This is an optimization exercise on Yosys and OpenROAD, whose aim is small area, a short achievable clock period and few clock cycles per item, not a production implementation.
At most, simulation tests tie the RTL to the original design; equivalence was not proved.
Power figures rest on the tool's default switching activity, not on a simulated workload.

== alpha ==
Design complex_multiplier, start of the top module:
module complex_multiplier #(
    parameter INT_WIDTH = 8,
    parameter FRAC_WIDTH = 8
) (
    input wire clk,
    input wire rst,
    input wire signed [INT_WIDTH+FRAC_WIDTH-1:0] a_real,
    input wire signed [INT_WIDTH+FRAC_WIDTH-1:0] a_imag,
    input wire signed [INT_WIDTH+FRAC_WIDTH-1:0] b_real,
    input wire signed [INT_WIDTH+FRAC_WIDTH-1:0] b_imag,
    output wire signed [INT_WIDTH+FRAC_WIDTH-1:0] out_real,
    output wire signed [INT_WIDTH+FRAC_WIDTH-1:0] out_imag,
    input wire start,
    output reg done
);
Size: roughly 1800 cells after synthesis, about 100 I/O pins, roughly 20000 um2 of cells after synthesis.
export LEC_CHECK = 0
export CAP_MARGIN = 20
export CORE_MARGIN = 2
export CORE_UTILIZATION = 40
export CTS_BUF_LIST = sky130_fd_sc_hd__clkbuf_4 sky130_fd_sc_hd__clkbuf_8
export CTS_CLUSTER_SIZE = 30
export SETUP_SLACK_MARGIN = 4.9
export SLEW_MARGIN = 20
export SYNTH_HIERARCHICAL = 1
export SYNTH_MINIMUM_KEEP_SIZE = 0
create_clock -name core_clock -period 10.0 [get_ports {clk}]
standard.sh (not shown) runs the stock make flow with config.mk's settings and CLKGATE_MAP_FILE= SYNTH_SCRIPT=/design/flow/synth_recipe.tcl, a recipe that flattens the netlist after the stock synthesis.
==> flow/flow/run.sh <==
#!/bin/bash
# The standard layout (the standard.sh, standard synthesis unchanged), with two
# placement/resizer settings changed: the input and output ports get a plain buffer
# (buf_4) instead of the resizer's default pick, and the resizer may swap a cell for one
# of another footprint when it repairs timing.
set -euo pipefail
bash standard.sh BUFFER_PORTS_ARGS="-buffer_cell sky130_fd_sc_hd__buf_4" MATCH_CELL_FOOTPRINT=0 finish > layout.log 2>&1
alpha | status: complete | timing, DRC, antenna: pass
Testbench counts of alpha, summed over its fixed seeds: cycles 4,000, items 4,000.
Relative to alpha, the following input files were edited for beta:
==> flow/flow/run.sh <==
#!/bin/bash
# The standard layout (the standard.sh, standard synthesis unchanged), with two
# placement/resizer settings changed: the input and output ports get a plain buffer
# (buf_2) instead of the resizer's default pick, and the resizer may swap a cell for one
# of another footprint when it repairs timing.
set -euo pipefail
bash standard.sh BUFFER_PORTS_ARGS="-buffer_cell sky130_fd_sc_hd__buf_2" MATCH_CELL_FOOTPRINT=0 finish > layout.log 2>&1
--- a/flow/config.mk
+++ b/flow/config.mk
@@ -12,3 +12,3 @@
 export CTS_CLUSTER_SIZE = 30
-export SETUP_SLACK_MARGIN = 4.9
+export SETUP_SLACK_MARGIN = 4.8
 export SLEW_MARGIN = 20
[summary]
- alpha → beta: area growth from synthesis to layout went up by 0.54 points, sequential cell area share was more or less identical, critical path arrival went up by 80 ps.
- In beta relative to alpha, detailed-route wire length per cell had gone down slightly.


job 6385:
Another version of the RTL of complex_multiplier (not shown whole).
Size: ~1800 cells after synthesis, ~97 flip-flops, ~100 I/O pins, ~0.020 mm2 of cells after synthesis.
==> flow/config.mk <==
export PLATFORM = sky130hd
export DESIGN_NAME = complex_multiplier
export DESIGN_NICKNAME = complex_multiplier
export VERILOG_FILES = /design/flow/design.v
export SDC_FILE = /design/flow/constraint.sdc
export NUM_CORES = 4
export LEC_CHECK = 0
export CAP_MARGIN = 20
export CORE_MARGIN = 2
export CORE_UTILIZATION = 40
export SETUP_SLACK_MARGIN = 5.0
export SLEW_MARGIN = 20
export SYNTH_HIERARCHICAL = 1
export SYNTH_MINIMUM_KEEP_SIZE = 0
==> flow/constraint.sdc <==
create_clock -name core_clock -period 10.0 [get_ports {clk}]
set_input_delay 2.0000 -clock core_clock [delete_from_list [all_inputs] [get_ports {clk}]]
set_output_delay 2.0000 -clock core_clock [all_outputs]
set_load 0.01 [all_outputs]
==> flow/flow/run.sh <==
#!/bin/bash
# The standard layout (the standard.sh, standard synthesis unchanged), with two
# placement/resizer settings changed: the input and output ports get a plain buffer
# (buf_4) instead of the resizer's default pick, and the resizer may swap a cell for one
# of another footprint when it repairs timing.
set -euo pipefail
bash standard.sh BUFFER_PORTS_ARGS="-buffer_cell sky130_fd_sc_hd__buf_4" MATCH_CELL_FOOTPRINT=0 finish > layout.log 2>&1
diff inputs: job 6385 => job 1545
Settings: changing SETUP_SLACK_MARGIN from 5.0 to 4.8; setting CTS_CLUSTER_SIZE to 30 for the first time; setting CTS_BUF_LIST to sky130_fd_sc_hd__clkbuf_4 sky130_fd_sc_hd__clkbuf_8 for the first time.
Notes after the runs:
Measured against job 1545, the first-iteration DRC count of job 6385 comes out at 1.3 times the reference value.
In the reports for job 6385 and job 1545, the smaller global-route usage belongs to job 1545.
Compared with job 6385, job 1545 shows a setup slack that is 0.11 ns lower.
As far as critical path depth goes, job 1545 and job 6385 are indistinguishable; the numbers are identical.
Wire length of the first global-routing pass was lower in the run labelled job 1545.
Combinational power for job 1545: 5.8% down relative to job 6385
Input-level comparison between job 8458 and job 1545:
Settings: clearing CTS_CLUSTER_SIZE, which used to be 30; clearing CTS_BUF_LIST, which used to be sky130_fd_sc_hd__clkbuf_4 sky130_fd_sc_hd__clkbuf_8.
### Flow results
Job 8458: done, clean on timing, DRC and antenna
Flip-flop and latch count: job 8458 vs job 1545, no meaningful difference
Taking job 1545 as the reference, in job 8458 count of plain and timing-repair buffers went up by 3.4%, static power due to leakage went up by about 1.6%, delay of the slowest cell on the worst path was more or less identical.
As far as fmax is concerned, job 8458 and job 1545 perform about the same.
Compared with job 1545, in job 8458 fraction of standard cell area that is sequential held; clock-cell share of area +0.40 points; minimum clock period fell by 0.0044 ns; wire length went up 840 um.
When job 8458 is measured against job 1545, its fraction of power consumed by combinational cells turns out 1.2 points lower.
Job 1545 reports its timing endpoint of the critical path as re_q1_10 while job 8458 reports im_q1_11.
Setup slack in job 8458 is larger than in job 1545.
No functional check of the RTL was part of any run of this note.

## what the ideal ports hide
The results above use ideal ports. As a check the final layouts listed here were re-extracted and re-timed, cells and wires unchanged.
Step 1 assumes that a clkbuf_16 drives the clock port and a buf_2 every other input.
Step 2 also shifts input and output timing later by t, the mid clock arrival at the registers, as if the neighbouring blocks saw the same clock.
a / b / c = no drivers / after step 1 / after step 2; a / b = the first two.
run | t (ns) | setup slack, ns | worst hold slack (ns) | clock arrival spread, ns
alpha | 0.493 | 4.887 / 4.761 / 4.267 | 1.387 / 1.358 / 1.851 | 0.014 / 0.013
beta | 0.481 | 4.734 / 4.763 / 4.282 | 1.378 / 1.348 / 1.830 | 0.009 / 0.009
job 6385 | 0.440 | 4.954 / 4.707 / 4.268 | 1.447 / 1.412 / 1.852 | 0.009 / 0.009
job 1545 | 0.490 | 4.844 / 4.808 / 4.317 | 1.383 / 1.355 / 1.846 | 0.011 / 0.011
job 8458 | 0.435 | 4.849 / 4.746 / 4.311 | 1.446 / 1.416 / 1.851 | 0.009 / 0.008
After both steps every run listed still meets setup and hold. The setup slack of job 6385, which loses most, moves by -0.247 ns with the drivers and by -0.686 ns with both steps.
